This is an optimization exercise on Yosys and OpenROAD, whose aim is small area, a short achievable clock period and few clock cycles, not a production implementation.
Function was checked by simulation only, so behaviour that the tests miss may differ from the original.
Power figures rest on the tool's default switching activity, not on a simulated workload.

## SimpleCPU
module SimpleCPU(clk, rst, data_fromRAM, wrEn, addr_toRAM, data_toRAM);
input clk, rst;
input wire [31:0] data_fromRAM;
output reg wrEn;
output reg [9:0] addr_toRAM;
output reg [31:0] data_toRAM;    
localparam S_F0  = 4'd0,   
           S_F1  = 4'd1,   
           S_2   = 4'd2,   
           S_3   = 4'd3,   
           S_4   = 4'd4,   
           S_5   = 4'd5,   
           S_IT  = 4'd6,   
           S_J   = 4'd7,   
           S_BR  = 4'd8,   
           S_NFX = 4'd9,   
           S_NFL = 4'd10,  
           S_NFH = 4'd11;  
localparam OP_ADD = 4'd0, OP_ADDi = 4'd1, OP_NAND = 4'd2, OP_NANDi = 4'd3,
           OP_SRL = 4'd4, OP_SRLi = 4'd5, OP_LT = 4'd6, OP_LTi = 4'd7,
           OP_CP = 4'd8, OP_CPi = 4'd9, OP_CPI = 4'd10, OP_CPIi = 4'd11,
           OP_BZJ = 4'd12, OP_BZJi = 4'd13, OP_MUL = 4'd14, OP_MULi = 4'd15;
reg [3:0]  state;
reg        hz;           
reg [9:0]  pc;
reg [3:0]  op;
reg [9:0]  fa;           
reg [31:0] r2;           
reg [31:0] r3;           
reg        g32;          
reg        bz;           
reg        az;           
wire [31:0] d  = data_fromRAM;
wire [31:0] r1 = data_toRAM;
wire [9:0]  pc1 = pc + 10'd1;
wire st_f1  = state == S_F1;
wire st_2   = state == S_2;
wire st_3   = state == S_3;
wire st_4   = state == S_4;
wire st_5   = state == S_5;
  ...
For scale: about 1100 cells after synthesis, about 140 flip-flops, ~77 I/O pins.
==> module SimpleCPU, before the edit <==
module SimpleCPU(clk, rst, data_fromRAM, wrEn, addr_toRAM, data_toRAM);
input clk, rst;
input wire [31:0] data_fromRAM;
output reg wrEn;
output reg [9:0] addr_toRAM;
output reg [31:0] data_toRAM;    
localparam S_F0  = 4'd0,   
           S_F1  = 4'd1,   
           S_2   = 4'd2,   
           S_3   = 4'd3,   
           S_4   = 4'd4,   
           S_5   = 4'd5,   
           S_IT  = 4'd6,   
           S_J   = 4'd7,   
           S_BR  = 4'd8,   
           S_NFX = 4'd9,   
           S_NFL = 4'd10,  
           S_NFH = 4'd11;  
localparam OP_ADD = 4'd0, OP_ADDi = 4'd1, OP_NAND = 4'd2, OP_NANDi = 4'd3,
           OP_SRL = 4'd4, OP_SRLi = 4'd5, OP_LT = 4'd6, OP_LTi = 4'd7,
           OP_CP = 4'd8, OP_CPi = 4'd9, OP_CPI = 4'd10, OP_CPIi = 4'd11,
           OP_BZJ = 4'd12, OP_BZJi = 4'd13, OP_MUL = 4'd14, OP_MULi = 4'd15;
reg [3:0]  state;
reg        hz;           
reg [9:0]  pc;
reg [3:0]  op;
reg [9:0]  fa;           
reg [31:0] r2;           
reg [31:0] r3;           
reg        g32;          
reg        bz;           
reg        az;           
wire [31:0] d  = data_fromRAM;
wire [31:0] r1 = data_toRAM;
wire [9:0]  pc1 = pc + 10'd1;
wire st_f1  = state == S_F1;
wire st_2   = state == S_2;
wire st_3   = state == S_3;
wire st_4   = state == S_4;
wire st_5   = state == S_5;
wire st_it  = state == S_IT;
wire st_j   = state == S_J;
wire st_br  = state == S_BR;
wire st_nfx = state == S_NFX;
wire st_nfl = state == S_NFL;
wire st_nf  = state == S_NFX || state == S_NFL || state == S_NFH;
wire op_mul  = op[3:1] == 3'b111;
wire op_alu  = ~op[3];                  
wire op_imm  = op[0];
wire op_srl  = op[3:1] == 3'b010;
wire [32:0] sum;
add32 adder (.a(r1), .b(r2), .s(sum));
wire        lt   = sum[32];
wire        srl_last = g32 | (r2[4:1] == 4'd0);
wire        srl_nz   = ~g32 & (r2[4:0] != 5'd0);
wire r3hz = (r3[31:1] == 31'd0);
wire r2lz = (r2[30:0] == 31'd0);
wire r2z  = r2lz & ~r2[31];
wire mul_last = r3hz | r2lz;
wire jz   = st_j & az;
wire take = (st_f1 & ~hz) | (st_br & ~bz) | jz;
reg [3:0] state_n;
reg       nf;            
always @(*) begin
	nf = 1'b0;
	state_n = state;
	case (state)
	S_F0: state_n = S_F1;
	S_F1: state_n = hz ? S_F0 : S_2;
	S_2:  if (op == OP_CPi) begin nf = 1'b1; state_n = S_NFX; end    
	      else state_n = S_3;
	S_3:  case (op)
		OP_ADDi, OP_NANDi, OP_LTi: begin nf = 1'b1; state_n = S_NFX; end
		OP_SRLi: if (srl_last) begin nf = 1'b1; state_n = S_NFX; end
		         else state_n = S_IT;
		OP_MULi: state_n = S_IT;
		OP_BZJi: state_n = S_J;
		OP_CPIi, OP_CP: begin nf = 1'b1; state_n = S_NFL; end
		default: state_n = S_4;  
	      endcase
	S_4:  case (op)
		OP_SRL: state_n = S_IT;
		OP_MUL: if (r2z) begin nf = 1'b1; state_n = S_NFH; end
		        else state_n = S_IT;
		OP_CPI: state_n = S_5;
		OP_BZJ: state_n = S_BR;
		default: begin nf = 1'b1; state_n = S_NFX; end  
	      endcase
	S_5:  begin nf = 1'b1; state_n = S_NFL; end
	S_IT: if (op[3] ? mul_last : srl_last) begin nf = 1'b1; state_n = S_NFH; end
	S_J:  state_n = jz ? S_2 : S_F0;
	S_BR: state_n = bz ? S_F1 : S_2;
	S_NFX, S_NFL, S_NFH: state_n = S_F1;
	default: state_n = S_F0;
	endcase
end
wire nf_bzj = st_3 & (op == OP_BZJ);
wire pc_inc = nf | nf_bzj;
always @(posedge clk) begin
	if (rst) begin
		state <= S_F0;
		pc <= 10'd0;
		addr_toRAM <= 10'd0;
		wrEn <= 1'b0;
		hz <= 1'b0;
	end else begin
		state <= state_n;
		wrEn <= st_nf;
		hz <= st_nf & (fa == pc);
		if (pc_inc) pc <= pc1;
		else if (st_j | (st_br & bz)) pc <= sum[9:0];
		if (take) addr_toRAM <= d[23:14];
		else if (pc_inc) addr_toRAM <= pc1;
		else if (st_2) addr_toRAM <= r2[9:0];
		else if (st_4 & (op == OP_CPI)) addr_toRAM <= d[9:0];
		else if (st_4 | st_j) addr_toRAM <= sum[9:0];    
		else addr_toRAM <= fa;                            
	end
end
wire op_lt   = ~op[3] & op[2] & op[1];
wire sel_zero = (st_2 & (op_mul | op == OP_BZJ | op == OP_CPi)) | ((st_nfx | st_it) & op_srl & g32);
wire sel_nd   = st_3 & op_lt;
wire sel_d    = (st_3 & ((op_alu & ~op_lt) | op == OP_BZJi)) | st_nfl;
wire sel_sum  = (st_nfx & op[2:1] == 2'b00) | (st_it & op[3] & r3[0]);
wire sel_nand = st_nfx & op[2:1] == 2'b01;
wire sel_lt   = st_nfx & op[2:1] == 2'b11;
wire sel_shr  = (st_nfx | st_it) & op_srl & srl_nz;
wire r1_en = sel_zero | sel_nd | sel_d | sel_sum | sel_nand | sel_lt | sel_shr;
wire [31:0] r1_n = ({32{sel_d}} & d) |
                   ({32{sel_nd}} & ~d) | ({32{sel_sum}} & sum[31:0]) |
                   ({32{sel_nand}} & ~(r1 & r2)) | {31'd0, sel_lt & lt} |
                   ({32{sel_shr}} & {1'b0, r1[31:1]});
always @(posedge clk) begin
	if (take) begin
		op <= d[31:28];
		fa <= d[23:14];
	end else if (st_3 & (op == OP_CPIi))
		fa <= d[9:0];
	if (r1_en) data_toRAM <= r1_n;
	if (take)
		r2 <= {18'd0, d[13:0]};
	else if ((st_3 & (op_mul | op == OP_BZJ)) | (st_4 & op_alu))
		r2 <= d;
	else if (st_it & op[3])
		r2 <= {r2[30:0], 1'b0};
	else if (st_it & srl_nz)
		r2[4:0] <= r2[4:0] - 5'd1;
	if (take) g32 <= |d[13:5];
	else if (st_4) g32 <= |d[31:5];
	if (st_4) bz <= (d == 32'd0);
	if (st_3) az <= (d[9:0] == 10'd0);
	if (st_4) r3 <= d;
	else if (st_3) r3 <= {18'd0, r2[13:0]};
	else r3 <= {1'b0, r3[31:1]};
end
endmodule
clock: 11.0 ns
lec_check: 0
abc_area: 1
cap_margin: 20
core_margin: 2
core_utilization: 40
slew_margin: 20
standard.sh (not shown) runs the stock make flow with config.mk's settings and CLKGATE_MAP_FILE= SYNTH_SCRIPT=/design/flow/synth_recipe.tcl, a recipe that flattens the netlist after the stock synthesis.
==> flow/flow/run.sh <==
#!/bin/bash
# The standard layout, with plain buffers instead of delay cells on the ports,
# and timing repair aimed at a shorter period than the clock's.
set -euo pipefail
export BUFFER_PORTS_ARGS="-buffer_cell sky130_fd_sc_hd__buf_2"
export SETUP_SLACK_MARGIN=7.6
bash standard.sh > standard.log 2>&1
Testbench counts at the start, summed over its fixed seeds: cycles 252,232.
==> next run, changes <==
--- a/flow/design.v
+++ b/flow/design.v
@@ -65,11 +65,11 @@
 	nf = 1'b0;
 	state_n = state;
 	case (state)
 	S_F0: state_n = S_F1;
 	S_F1: state_n = hz ? S_F0 : S_2;
-	S_2:  if (op == OP_CPi) begin nf = 1'b1; state_n = S_NFX; end    
+	S_2:  if (op == OP_CPi) begin nf = 1'b1; state_n = S_NFH; end
 	      else state_n = S_3;
 	S_3:  case (op)
 		OP_ADDi, OP_NANDi, OP_LTi: begin nf = 1'b1; state_n = S_NFX; end
 		OP_SRLi: if (srl_last) begin nf = 1'b1; state_n = S_NFX; end
 		         else state_n = S_IT;
@@ -116,19 +116,20 @@
 		else if (st_4 | st_j) addr_toRAM <= sum[9:0];    
 		else addr_toRAM <= fa;                            
 	end
 end
 wire op_lt   = ~op[3] & op[2] & op[1];
-wire sel_zero = (st_2 & (op_mul | op == OP_BZJ | op == OP_CPi)) | ((st_nfx | st_it) & op_srl & g32);
+wire sel_imm  = take;
+wire sel_zero = (st_2 & (op_mul | op == OP_BZJ)) | ((st_nfx | st_it) & op_srl & g32);
 wire sel_nd   = st_3 & op_lt;
 wire sel_d    = (st_3 & ((op_alu & ~op_lt) | op == OP_BZJi)) | st_nfl;
 wire sel_sum  = (st_nfx & op[2:1] == 2'b00) | (st_it & op[3] & r3[0]);
 wire sel_nand = st_nfx & op[2:1] == 2'b01;
 wire sel_lt   = st_nfx & op[2:1] == 2'b11;
 wire sel_shr  = (st_nfx | st_it) & op_srl & srl_nz;
-wire r1_en = sel_zero | sel_nd | sel_d | sel_sum | sel_nand | sel_lt | sel_shr;
-wire [31:0] r1_n = ({32{sel_d}} & d) |
+wire r1_en = sel_imm | sel_zero | sel_nd | sel_d | sel_sum | sel_nand | sel_lt | sel_shr;
+wire [31:0] r1_n = ({32{sel_d}} & d) | ({32{sel_imm}} & {18'd0, d[13:0]}) |
                    ({32{sel_nd}} & ~d) | ({32{sel_sum}} & sum[31:0]) |
                    ({32{sel_nand}} & ~(r1 & r2)) | {31'd0, sel_lt & lt} |
                    ({32{sel_shr}} & {1'b0, r1[31:1]});
 always @(posedge clk) begin
 	if (take) begin
Total power rises by 51%.
Via count is lower by 0.56%.
Cell area falls by 1.1%.
Die area grows by 0.40%.
Sequential share of layout area is higher by 0.37 points.
Wire length increases by 1.7%.
Clock skew drops by 3.7 ps.
Critical path depth is unchanged.
Count of clock-buffer cells in the layout rises by 2.
Core utilization decreases by 0.66 points.
Fmax came out lower by 0.72%.
Worst setup slack loses 24 ps.
Final cell count fell by 1.3%.
Testbench counts after the change, summed over its fixed seeds: cycles 252,232.

-- port drivers added, routing unchanged --
Ports are ideal in the flow. The routed layouts listed here were re-timed in OpenROAD. Step 1 assumes that a clkbuf_16 drives the clock port and a buf_2 every other input. Step 2 adds t to the input delays and takes it off the output delays; t is the mean of the earliest and latest rising clock arrival at the registers after step 1. Input paths then give back, and output paths get back, about the clock's delay inside the block. Slacks: no drivers / after step 1 / after step 2; pairs: no drivers / after step 1.
| run | shift t [ns] | setup WS [ns] | worst setup path at the end | latest minus earliest clock arrival (ns) |
|---|---|---|---|---|
| the first run | 0.475 | 7.699 / 7.650 / 7.509 | input to register | 0.016 / 0.017 |
| the second run | 0.478 | 7.675 / 7.626 / 7.420 | input to register | 0.012 / 0.013 |
After both steps setup and hold are still met in every run listed. For the second run, which loses most, drivers alone change the setup slack by -0.049 ns; drivers and shift together by -0.255 ns.
